Context: an optimization exercise on an open-source flow, tuned for small area, a short achievable clock period and few clock cycles per item. The choices shown serve that exercise and are no tape-out recipe. At most, simulation tests tie the RTL to the original design; equivalence was not proved. The RTL of run 2 was laid out without a check of its function.

<file path="flow/run.sh">
#!/bin/bash
# synth_recipe.tcl (not shown) runs the flow's synth.tcl, then flattens the netlist and writes it again
# the make line also repeats each setting of config.mk as NAME=value (left out here)
make -C /OpenROAD-flow-scripts/flow DESIGN_CONFIG=/design/flow/config.mk WORK_HOME=/design/flow/orfs CLKGATE_MAP_FILE= SYNTH_SCRIPT=/design/flow/synth_recipe.tcl finish
</file>
<file path="flow/config.mk">
export PLATFORM = sky130hd
export DESIGN_NAME = fft
export DESIGN_NICKNAME = fft
export VERILOG_FILES = /design/flow/design.v
export SDC_FILE = /design/flow/constraint.sdc
export NUM_CORES = 4
export LEC_CHECK = 0
export CAP_MARGIN = 20
export CORE_MARGIN = 2
export CORE_UTILIZATION = 40
export SLEW_MARGIN = 20
</file>
<file path="flow/constraint.sdc">
create_clock -name core_clock -period 10.0 [get_ports {clk}]
set_input_delay 2.0000 -clock core_clock [delete_from_list [all_inputs] [get_ports {clk}]]
set_output_delay 2.0000 -clock core_clock [all_outputs]
set_load 0.01 [all_outputs]
</file>
<file path="flow/design.v">
module fft (
    input wire clk,
    input wire rst_n,
    input wire start,
    input wire [127:0] x_real_flat,
    input wire [127:0] x_imag_flat,
    output wire [127:0] X_real_flat,
    output wire [127:0] X_imag_flat,
    output logic done
);
    logic signed [15:0] x_real [0:7];
    logic signed [15:0] x_imag [0:7];
    logic signed [15:0] X_real [0:7];
    logic signed [15:0] X_imag [0:7];
    genvar g;
    generate
        for (g = 0; g < 8; g++) begin : g_flat
            assign x_real[g] = x_real_flat[16*g +: 16];
            assign x_imag[g] = x_imag_flat[16*g +: 16];
            assign X_real_flat[16*g +: 16] = X_real[g];
            assign X_imag_flat[16*g +: 16] = X_imag[g];
        end
    endgenerate
    logic signed [15:0] stage0_real [0:7];
    logic signed [15:0] stage0_imag [0:7];
    logic signed [15:0] stage1_real [0:7];
    logic signed [15:0] stage1_imag [0:7];
    logic signed [15:0] stage2_real [0:7];
    logic signed [15:0] stage2_imag [0:7];
    parameter signed [15:0] W8_0_REAL = 16'h0100;  
    parameter signed [15:0] W8_0_IMAG = 16'h0000;  
    parameter signed [15:0] W8_1_REAL = 16'h00B5;  
    parameter signed [15:0] W8_1_IMAG = 16'hFF4B;  
    parameter signed [15:0] W8_2_REAL = 16'h0000;  
    parameter signed [15:0] W8_2_IMAG = 16'hFF00;  
    parameter signed [15:0] W8_3_REAL = 16'hFF4B;  
    parameter signed [15:0] W8_3_IMAG = 16'hFF4B;  
    typedef enum logic [2:0] {
        IDLE,
        STAGE0,
        STAGE1,
        STAGE2,
        DONE
    } state_t;
    state_t state, next_state;
    function [2:0] bit_reverse;
        input [2:0] index;
        begin
            bit_reverse = {index[0], index[1], index[2]};
        end
    endfunction
    function void complex_mult;
        input signed [15:0] a_real; 
        input signed [15:0] a_imag;
        input signed [15:0] b_real;
        input signed [15:0] b_imag;
        output signed [15:0] result_real;
        output signed [15:0] result_imag;
        logic signed [31:0] temp_real;
        logic signed [31:0] temp_imag;
        begin
            temp_real = (a_real * b_real) - (a_imag * b_imag);
            temp_imag = (a_real * b_imag) + (a_imag * b_real);
            result_real = temp_real[23:8];  
            result_imag = temp_imag[23:8];  
        end
    endfunction
    task butterfly;
        input signed [15:0] a_real, a_imag;
        input signed [15:0] b_real, b_imag;
        input signed [15:0] w_real, w_imag;
        output signed [15:0] out1_real, out1_imag;
        output signed [15:0] out2_real, out2_imag;
        logic signed [15:0] wb_real, wb_imag;
        begin
            complex_mult(w_real, w_imag, b_real, b_imag, wb_real, wb_imag);
            out1_real = a_real + wb_real;
            out1_imag = a_imag + wb_imag;
            out2_real = a_real - wb_real;
            out2_imag = a_imag - wb_imag;
        end
    endtask
    always_ff @(posedge clk or negedge rst_n) begin
        if (!rst_n) begin
            state <= IDLE;
        end else begin
            state <= next_state;
        end
    end
    always_comb begin
        case (state)
            IDLE: next_state = start ? STAGE0 : IDLE;
            STAGE0: next_state = STAGE1;
            STAGE1: next_state = STAGE2;
            STAGE2: next_state = DONE;
            DONE: next_state = IDLE;
            default: next_state = IDLE;
        endcase
    end
    always_ff @(posedge clk) begin
        case (state)
            IDLE: begin
                done <= 1'b0;
                for (int i = 0; i < 8; i++) begin
                    stage0_real[i] <= x_real[bit_reverse(i)]; 
                    stage0_imag[i] <= x_imag[bit_reverse(i)];  
                end
            end
            STAGE0: begin
                butterfly(stage0_real[0], stage0_imag[0], stage0_real[1], stage0_imag[1], 
                         W8_0_REAL, W8_0_IMAG, stage1_real[0], stage1_imag[0], stage1_real[1], stage1_imag[1]);
                butterfly(stage0_real[2], stage0_imag[2], stage0_real[3], stage0_imag[3], 
                         W8_0_REAL, W8_0_IMAG, stage1_real[2], stage1_imag[2], stage1_real[3], stage1_imag[3]);
                butterfly(stage0_real[4], stage0_imag[4], stage0_real[5], stage0_imag[5], 
                         W8_0_REAL, W8_0_IMAG, stage1_real[4], stage1_imag[4], stage1_real[5], stage1_imag[5]);
                butterfly(stage0_real[6], stage0_imag[6], stage0_real[7], stage0_imag[7], 
                         W8_0_REAL, W8_0_IMAG, stage1_real[6], stage1_imag[6], stage1_real[7], stage1_imag[7]);
            end
            STAGE1: begin
                butterfly(stage1_real[0], stage1_imag[0], stage1_real[2], stage1_imag[2], 
                         W8_0_REAL, W8_0_IMAG, stage2_real[0], stage2_imag[0], stage2_real[2], stage2_imag[2]);
                butterfly(stage1_real[1], stage1_imag[1], stage1_real[3], stage1_imag[3], 
                         W8_2_REAL, W8_2_IMAG, stage2_real[1], stage2_imag[1], stage2_real[3], stage2_imag[3]);
                butterfly(stage1_real[4], stage1_imag[4], stage1_real[6], stage1_imag[6], 
                         W8_0_REAL, W8_0_IMAG, stage2_real[4], stage2_imag[4], stage2_real[6], stage2_imag[6]);
                butterfly(stage1_real[5], stage1_imag[5], stage1_real[7], stage1_imag[7], 
                         W8_2_REAL, W8_2_IMAG, stage2_real[5], stage2_imag[5], stage2_real[7], stage2_imag[7]);
            end
            STAGE2: begin
                butterfly(stage2_real[0], stage2_imag[0], stage2_real[4], stage2_imag[4], 
                         W8_0_REAL, W8_0_IMAG, X_real[0], X_imag[0], X_real[4], X_imag[4]);
                butterfly(stage2_real[1], stage2_imag[1], stage2_real[5], stage2_imag[5], 
                         W8_1_REAL, W8_1_IMAG, X_real[1], X_imag[1], X_real[5], X_imag[5]);
                butterfly(stage2_real[2], stage2_imag[2], stage2_real[6], stage2_imag[6], 
                         W8_2_REAL, W8_2_IMAG, X_real[2], X_imag[2], X_real[6], X_imag[6]);
                butterfly(stage2_real[3], stage2_imag[3], stage2_real[7], stage2_imag[7], 
                         W8_3_REAL, W8_3_IMAG, X_real[3], X_imag[3], X_real[7], X_imag[7]);
            end
            DONE: begin
                done <= 1'b1;
            end
        endcase
    end
endmodule
</file>
==> results list, run 1 <==
- Result of the run: no timing/DRC/antenna violations
* CP most frequent cell: inv_1
* Cell area after synthesis: about 83000 sq um
- Worst min-delay path class: flop to flop
- Worst path required time: 10.52 ns
- Port buffering added 515 buffers.
* Highest routed layer: met4
* Peak clock frequency supported by timing: 118 MHz
* Maximum number of pins on one net before global-route repair: 146
- Number of buffers added for setup after CTS: 0
- In the routed design, unresolved DRC markers number 0.
* Top delay family on crit path: adder cells
- Fraction of the mapped netlist area in simple logic gates: roughly 9.0%
- Number of enable flip-flop cells after synthesis: 1001
- The floorplan has between 150 and 200 rows.
- Transition time at the pin with the least slew margin: around 1.2 ns
- Final non-filler cell total: 11100
- TritonCTS Buffers: between 100 and 150
- Sequential Area: between 30000 and 40000 sq um
- Antenna viol nets, final: 0
- Slowest cell on crit path: edfxtp_1
- The first global-routing pass estimated 348000 um of wire.
- Detailed-routed wire length on met2: 110000 um
* Total wire length: 236000 um
- Gr ovfl total: 0
* Share of the cycle needed by the critical path after routing: 84.8%
- Placed Instances: 10900
- Share of the synthesized area in the top cell type: between 30% and 40%
- Of the cells placed in the final design, the portion with a size suffix greater than 1 is 3.54%.
- Number of max-capacitance violations reported: 0
* Arrival time of the worst setup path: 9.00 ns
- H-tree depth: 3
- Most frequent cells in the layout: 1316 x inv_1, 1227 x ha_1, 1001 x edfxtp_1
- Summed area of non-filler cells in the final layout: ~95000 sq um
* Initial core utilization: 40.1%
- Combined area of the multi-input logic cells: 47200 sq um
* DP Wirelength: 195000 um
- Syn-to-layout area delta: 14.5%
- Net total in the final layout: 10200
- For the finished layout, the period the worst path requires is 8.48 ns.
- Normalized max-slew margin: 18.0%
- Buffer depth of the longest clock path: 3
- Crit path kind: flop to flop
* Most used flip-flop cell after synthesis: edfxtp_1
- Number of synthesized register bits: about 1000
* Sequential fraction of the synthesis area: 36.3%
* Yosys warning total: 11
* Number of design-rule violations left by the first detailed-router iteration: 3974
* Final-layout fill cell count: 19000
* Total number of clock tree sinks: ~1000
- The final count of pins violating max slew came to 0.
* Count of mapped cells out of synthesis: 7859
- Overall via count from detail_route: about 57000
- For this run, asynchronously set or reset flops after synthesis account for less than 1%.
- Buffers & Inverters on Critical Path: 5
- STA classifies the critical path startpoint as a flop.
- Clock skew: 0.0674 ns
- Drt first pass iters: 7
- Using the TritonRoute via totals, the vias-per-cell ratio works out to 5.15.
- Area post-placement: 91000 sq um
* Complex-gate fraction of the synthesized area: 10.9%
* Hold buffer count at cts: 0
- Clock tree synthesis selected as its root buffer the cell clkbuf_16.
- RSZ-0062 raised after global routing: false
* PnR worst setup slack: 1.52 ns
* Gpl congestion: about 0.93
- In this run the mean area of a mapped cell was around 11 sq um.
- Boundary pin count: 516
* Clock transition at the register clock pins on the worst setup and hold paths after CTS: 0.06 ns
* Routed metal-1 wirelength: 106000 um
- Biggest area consumer among synthesized cells: edfxtp_1
- Summed over all nets, wire length on met3 after detailed routing comes to 10400 um.
- Kind of end point of the critical path: flop
- Crit path max fanout: 8
- Setup violations remaining at the end of the flow were counted as 0.
- Clock tree from TritonCTS: built
- Crit-path max cell delay: 0.59 ns
* Multiplexer area fraction after synthesis: 0.416%
* Vert. Die Dim: between 400 and 500 um
- Adding up every negative setup slack in the final design gives 0 ns.
- The library cell used most frequently in the layout, excluding fill and tap cells, is inv_1.
- Synthesized-area fraction occupied by adder cells: 27.3%
- Hold violation count in the final report: 0
- Routed length per instance: 21.2 um
- Total routing usage reported by global routing: 22.0%
- Clock latency reported for the late side of the worst-skew pair: 0.80 ns
* Placement Setup Slack: around 1.5 ns
- By area, the combinational part of the netlist is dominated by adder cells.
- Overall die area: 211000 sq um
- Xor-xnor portion of the synthesized cell area: 9.24%
* Main area contributors after synthesis: edfxtp_1 36%, ha_1 19%, fa_1 8.8%
- Once the clock tree was built, the resizer swapped 0 gates to a different size.
- Net Count, Synth: between 9000 and 10000
- The via count of the first global-routing pass is 57300.
* Distinct cells, synth: 82
- The core region is 207000 sq um.
* Initial antenna violation count: 21
- Measured along the x axis, the die boundary spans 459 um.
==> metal layers <==
metal / global-route usage [%] / up-vias
met1: 29.5 / 28000
met5: 0 / -
met2: 36.3 / 1316
met3: 2.61 / 245
li1: - / 27800
met4: 8.16 / 0
==> through the flow <==
stage	hold WS (ns)	util, %
global placement	0.649	44.0
detailed placement	0.669	44.0
global route	0.713	46.0
finish	0.691	46.0
floorplan	0.619	-
CTS	0.690	45.9
==> state kept, by name (all words and copies together) (netlist names) <==
signal       cells
stage1_imag    124
stage2_real    124
stage0_imag    128
stage2_imag    124
done             1
state            3
X_imag         124
stage1_real    124
X_real         124
stage0_real    128
==> final cells by class <==
cell class	instances	area share (%)
inverters	1317	5.21
clock buffers	132	3.12
clock inverters	86	1.07
multi-input cells	5365	49.7
flip-flops and latches	1004	31.7
well taps	2704	3.56
repair buffers	532	5.62
diodes	5	0.0132
==> cell families after synthesis <==
group / Yosys count
mux: 33
simple gates: 1498
fa+ha+maj: 1591
buf+inv: 1490
compound gates: 1370
flops: 1004
xor+xnor: 873
==> cell usage after synthesis, types with 21 or more instances <==
cell type / count
inv_1: 1316
ha_1: 1227
edfxtp_1: 1001
xnor2_1: 606
a21oi_1: 435
nor2_1: 401
fa_1: 364
nand2_1: 314
xor2_1: 266
nor3_1: 212
o21ai_0: 202
o21bai_1: 159
clkbuf_1: 134
nor2b_1: 116
nand2b_1: 97
a21o_1: 89
and3_1: 72
o311ai_0: 60
a31oi_1: 59
nand3_1: 54
o21a_1: 49
or2_2: 43
a211oi_1: 33
nor3b_1: 32
nor4_1: 32
o211ai_1: 30
and2_1: 29
or3_1: 28
a2111o_1: 25
buf_1: 21
mux2i_1: 21
o31ai_1: 21
==> final timing paths <==
path	from	end	slack (ns)	cells past startpoint
max in group asynchronous	rst_n	state[2]	8.44	1
worst min register to register	state[0]	state[2]	0.69	1
worst max-delay path	stage2_imag[5][6]	X_real[5][15]	1.52	29
worst min-delay path	state[0]	state[2]	0.69	1
min in group asynchronous	rst_n	state[0]	1.41	1
worst max register to register	stage2_imag[5][6]	X_real[5][15]	1.52	29
Testbench counts, summed over its fixed seeds: cycles 12,008, items 2,400.
==> run 2, diff against run 1 <==
==> flow/design.v (replaced) <==
module fft (
    input wire clk,
    input wire rst_n,
    input wire start,
    input wire [127:0] x_real_flat,
    input wire [127:0] x_imag_flat,
    output wire [127:0] X_real_flat,
    output wire [127:0] X_imag_flat,
    output logic done
);
    logic signed [15:0] xr [0:7];
    logic signed [15:0] xi [0:7];
    logic signed [15:0] yr [0:7];
    logic signed [15:0] yi [0:7];
    genvar g;
    generate
        for (g = 0; g < 8; g++) begin : g_flat
            assign xr[g] = x_real_flat[16*g +: 16];
            assign xi[g] = x_imag_flat[16*g +: 16];
            assign X_real_flat[16*g +: 16] = yr[g];
            assign X_imag_flat[16*g +: 16] = yi[g];
        end
    endgenerate
    logic signed [15:0] ar [0:7];
    logic signed [15:0] ai [0:7];
    assign ar[0] = xr[0] + xr[4];  assign ai[0] = xi[0] + xi[4];
    assign ar[1] = xr[0] - xr[4];  assign ai[1] = xi[0] - xi[4];
    assign ar[2] = xr[2] + xr[6];  assign ai[2] = xi[2] + xi[6];
    assign ar[3] = xr[2] - xr[6];  assign ai[3] = xi[2] - xi[6];
    assign ar[4] = xr[1] + xr[5];  assign ai[4] = xi[1] + xi[5];
    assign ar[5] = xr[1] - xr[5];  assign ai[5] = xi[1] - xi[5];
    assign ar[6] = xr[3] + xr[7];  assign ai[6] = xi[3] + xi[7];
    assign ar[7] = xr[3] - xr[7];  assign ai[7] = xi[3] - xi[7];
    logic signed [15:0] br [0:7];
    logic signed [15:0] bi [0:7];
    assign br[0] = ar[0] + ar[2];  assign bi[0] = ai[0] + ai[2];
    assign br[2] = ar[0] - ar[2];  assign bi[2] = ai[0] - ai[2];
    assign br[4] = ar[4] + ar[6];  assign bi[4] = ai[4] + ai[6];
    assign br[6] = ar[4] - ar[6];  assign bi[6] = ai[4] - ai[6];
    assign br[1] = ar[1] + ai[3];  assign bi[1] = ai[1] - ar[3];
    assign br[3] = ar[1] - ai[3];  assign bi[3] = ai[1] + ar[3];
    assign br[5] = ar[5] + ai[7];  assign bi[5] = ai[5] - ar[7];
    assign br[7] = ar[5] - ai[7];  assign bi[7] = ai[5] + ar[7];
    logic signed [16:0] s5, d5, d7, n7;
    assign s5 = br[5] + bi[5];
    assign d5 = bi[5] - br[5];
    assign d7 = bi[7] - br[7];
    assign n7 = -br[7] - bi[7];
    logic signed [15:0] qr [0:7];
    logic signed [15:0] qi [0:7];
    logic signed [16:0] qs5, qd5, qd7, qn7;
    always_ff @(posedge clk) begin
        for (int i = 0; i < 8; i++) begin
            if (i != 5 && i != 7) begin
                qr[i] <= br[i];
                qi[i] <= bi[i];
            end
        end
        qs5 <= s5;
        qd5 <= d5;
        qd7 <= d7;
        qn7 <= n7;
    end
    always_ff @(posedge clk or negedge rst_n) begin
        if (!rst_n) done <= 1'b0;
        else        done <= start;
    end
    function automatic logic signed [15:0] m181(input logic signed [16:0] v);
        logic signed [24:0] p;
        begin
            p = (25'(v) <<< 7) + (25'(v) <<< 5) + (25'(v) <<< 4) + (25'(v) <<< 2) + 25'(v);
            m181 = p[23:8];
        end
    endfunction
    logic signed [15:0] p1r, p1i, p3r, p3i;
    assign p1r = m181(qs5);    
    assign p1i = m181(qd5);
    assign p3r = m181(qd7);    
    assign p3i = m181(qn7);
    assign yr[0] = qr[0] + qr[4];  assign yi[0] = qi[0] + qi[4];
    assign yr[4] = qr[0] - qr[4];  assign yi[4] = qi[0] - qi[4];
    assign yr[1] = qr[1] + p1r;    assign yi[1] = qi[1] + p1i;
    assign yr[5] = qr[1] - p1r;    assign yi[5] = qi[1] - p1i;
    assign yr[2] = qr[2] + qi[6];  assign yi[2] = qi[2] - qr[6];
    assign yr[6] = qr[2] - qi[6];  assign yi[6] = qi[2] + qr[6];
    assign yr[3] = qr[3] + p3r;    assign yi[3] = qi[3] + p3i;
    assign yr[7] = qr[3] - p3r;    assign yi[7] = qi[3] - p3i;
endmodule
==> results list, run 2 <==
- Number of buffers added for setup after CTS: 0 (unchanged)
- The logic depth of the worst setup path including buffers was 23 (was 29).
* Sequential fraction of the synthesis area: 10.5% (was 36.3%)
- Crit path max fanout: 8 (unchanged)
- The most used flip-flop cell after synthesis is dfxtp_1 (was edfxtp_1).
- The placer's final routability congestion estimate was 0.942 (was 0.928).
* Count of mapped cells out of synthesis: 6129 (was 7859)
- The number of H-tree branching levels was 2 (was 3).
- Net Count, Synth: 7544 (was 9709)
- Number of failing setup endpoints in the final timing report: 0 (unchanged)
- Share of the cycle needed by the critical path after routing: 95.7% (was 84.8%)
- Antenna viol nets, final: 0 (unchanged)
* Clock tree from TritonCTS: built (unchanged)
* Worst path required time: 8.00 ns (was 10.52 ns)
- Final non-filler cell total: 8156 (was 11100)
- Transition time at the pin with the least slew margin: 1.11 ns (was 1.23 ns)
- The number of buffers created by CTS is 37 (was 116).
* Hold buffer count at cts: 0 (unchanged)
* Mean number of vias per cell: 5.14 (was 5.15)
* Net total in the final layout: 7927 (was 10200)
- Leading cell types by count after synthesis: 1078 x inv_1, 936 x ha_1, 536 x xnor2_1 (was 1316 x inv_1, 1227 x ha_1, 1001 x edfxtp_1)
- Sum of negative setup slack: 0 ns (unchanged)
- Clock transition at the register clock pins on the worst setup and hold paths after CTS: 0.07 ns (was 0.06 ns)
- The category of the worst setup path capture point is a primary output (was flop).
- Boundary pin count: 516 (unchanged)
- Top Registers: qi (93), qr (93) (was stage0_imag (128), stage0_real (128)).
- The path class of the lowest-slack min-delay path is input pin to asynchronous set/reset pin (was flop to flop).
- Total routing usage reported by global routing: 24.4% (was 22.0%)
- Crit-path max cell delay: 0.83 ns (was 0.59 ns)
- PostCTS Resize Cnt: 0 (unchanged)
* Worst setup path endpoint: X_imag_flat[62] (was X_real[5][15])
- Average cell area after synthesis: 7.91 sq um (was 10.6 sq um)
- The area inside the core boundary was 120000 sq um (was 207000 sq um).
- Max-slew violation count: 0 (unchanged)
- Top delay family on crit path: compound AO/OA/AOI/OAI gates (was adder cells)
- Buffer depth of the longest clock path: 3 (unchanged)
- Biggest area consumer among synthesized cells: ha_1 (was edfxtp_1)
- Final core area utilization: 46.8% (was 46.0%)
* Number of standard-cell rows in the floorplan: 127 (was 167)
* Most repeated cell in the gate-level netlist after synthesis: inv_1 (unchanged)
- Total number of clock tree sinks: 253 (was 1004)
- The number of port buffers came to 515 (unchanged).
- Share of the synthesized area in the top cell type: 24.1% (was 36.3%)
- The pre-CTS worst setup slack was 1.05 ns (was 1.55 ns).
- The area added between synthesis and finish was 15.9% (was 14.5%).
- The async set-reset flop share out of synthesis came to 0.395% (was 0.299%).
* Overall die area: 124000 sq um (was 211000 sq um)
- Arrival time of the worst setup path: 7.57 ns (was 9.00 ns)
* Initial antenna violation count: 13 (was 21)
- The final wirelength came to 156000 um (was 236000 um).
- Number of design-rule violations left by the first detailed-router iteration: 2534 (was 3974)
* Maximum number of pins on one net before global-route repair: 14 (was 146)
- Vert. Die Dim: 352 um (was 459 um)
* Slowest cell on crit path: o41ai_1 (was edfxtp_1)
* Final critical-path required period: 9.57 ns (was 8.48 ns)
- The via count of the first global-routing pass is 40600 (was 57300).
- The global route total overflow was 0 (unchanged).
* Most common cell after layout, fill and taps aside: inv_1 (unchanged)
* Routed length per instance: 19.1 um (was 21.2 um)
* Number of max-capacitance violations reported: 0 (unchanged)
- Drt first pass iters: 6 (was 7)
- The buffering stage count on the worst path with inverters included was 3 (was 5).
- Cell area after synthesis: 48500 sq um (was 82900 sq um)
- Yosys warning total: 11 (unchanged)
- Normalized max-slew margin: 25.2% (was 18.0%)
- Number of synthesized register bits: 253 (was 1004)
- Result of the run: no timing/DRC/antenna violations (unchanged).
* DP Wirelength: 137000 um (was 195000 um)
- The width of the die was 352 um (was 459 um).
- Clock root cell: clkbuf_16 (unchanged)
- Hold violation count in the final report: 0 (unchanged)
* Main area contributors after synthesis: ha_1 24%, dfxtp_1 10%, xnor2_1 9.7% (was edfxtp_1 36%, ha_1 19%, fa_1 8.8%)
* Overall via count from detail_route: 41900 (was 57400)
* Distinct cells, synth: 93 (was 82)
* Type of origin of the critical path: flop (unchanged)
* Number of enable flip-flop cells after synthesis: 0 (was 1001)
* Number of remaining DRC errors: 0 (unchanged)
* RSZ-0062 raised after global routing: false (unchanged)
* Layout cell share with drive strength beyond 1: 2.13% (was 3.54%)
* Wire length of the first global-routing pass: 237000 um (was 348000 um)
- Most frequent cells in the layout: 1078 x inv_1, 936 x ha_1, 536 x xnor2_1 (was 1316 x inv_1, 1227 x ha_1, 1001 x edfxtp_1).
* Crit path kind: flop to primary output (was flop to flop)
- Peak clock frequency supported by timing: 104 MHz (was 118 MHz)
- Timing startpoint of the critical path: qn7[0] (was stage2_imag[5][6])
- Final-layout fill cell count: 12000 (was 19000)
- PnR worst setup slack: 0.426 ns (was 1.52 ns)
* Initial core utilization: 40.4% (was 40.1%)
- The count of placed standard cells including taps was 8085 (was 10900).
- Traced cell by cell, the critical path runs through inv_1 > fa_1 > inv_1 > fa_1 > fa_1 > ha_1 > a21o_1 > a21oi_1 > or4b_1 > a41oi_2 > nor2_1 > or2_1 > a21oi_1 > o21ba_2 > xnor2_1 > ha_1 > and3_1 > a21oi_1 > o21ai_0 > o41ai_1 > nand4b_1 > o211ai_1 > clkdlybuf4s50_1.
-- run 2: cell count changes after synthesis, moves of 70 or more --
cell      before   now
nand2_1      314   152
ha_1        1227   936
xnor2_1      606   536
inv_1       1316  1078
fa_1         364   220
edfxtp_1    1001     0
dfxtp_1        0   252
-- run 2: cell families (layout without fill, tap and decap cells) --
group,count (synthesis),count (layout),synth area share [%]
multiplexers,7,7,0.144
flip-flops,253,253,10.5
XOR/XNOR,769,769,13.9
AO/OA/AOI/OAI,1360,1360,18.9
buffers and inverters,1250,1658,9.82
adder cells (fa/ha/maj),1158,1158,33.3
AND/OR/NAND/NOR,1332,1332,13.5
other,0,7,0
-- run 2: cell type report --
type / instances / area (sq um) / share of cell area, %
clock buffers: 46 / 1040 / 1.85
inverters: 1078 / 4050 / 7.20
diodes: 7 / 17.5 / 0.0312
flip-flops and latches: 253 / 5070 / 9.02
well taps: 1612 / 2020 / 3.59
multi-input cells: 4626 / 38700 / 68.8
repair buffers: 516 / 5160 / 9.18
clock inverters: 18 / 191 / 0.341
-- run 2: worst min path at each step --
| stage | end | cells past startpoint | from |
|---|---|---|---|
| finish | done | 1 | rst_n |
| global route | done | 1 | rst_n |
| CTS | done | 1 | rst_n |
| detailed placement | done | 1 | rst_n |
| global placement | done | 1 | rst_n |
| floorplan | done | 0 | rst_n |
-- run 2: metrics by stage --
stage               hold WS (ns)  cell area, sq um
global placement            2.15             55000
global route                1.51             56200
CTS                         1.49             56200
floorplan                   1.70             48500
finish                      1.53             56200
detailed placement          2.15             55000
-- run 2: metal layers --
layer | share of wire (%) | track usage [%] | wire length [um]
met1 | 46 | 33.0 | 72400
met2 | 46 | 40.8 | 71600
met3 | 5.0 | 2.97 | 7850
met4 | 2.7 | 6.30 | 4270
met5 | 0.026 | 0 | 41

==> separate check: timing with driven ports <==
No port has a modelled driver above. Below, the same layouts with a new extraction and two added sets of constraints.
Step 1 (the two cells are an assumption about what drives the block):
set clk [get_ports {clk}]
set_driving_cell -lib_cell sky130_fd_sc_hd__clkbuf_16 $clk
set_driving_cell -lib_cell sky130_fd_sc_hd__buf_2 [delete_from_list [all_inputs] $clk]
Step 2 moves the port delays by t, midway between the first and last clock arrival at a register: inputs arrive t later, outputs are due t later. That takes back most of the time a late clock gives input paths.
Slacks: no drivers / after step 1 / after step 2; pairs: no drivers / after step 1.
run	t, ns	slack for setup (ns)	worst setup path after step 2	worst register clock-pin slew, ns
run 1	0.855	1.522 / 1.522 / 1.522	register to register	0.07 / 0.07
run 2	0.653	0.426 / 0.357 / 1.009	register to output	0.07 / 0.07
After both steps setup and hold are still met in every run listed.
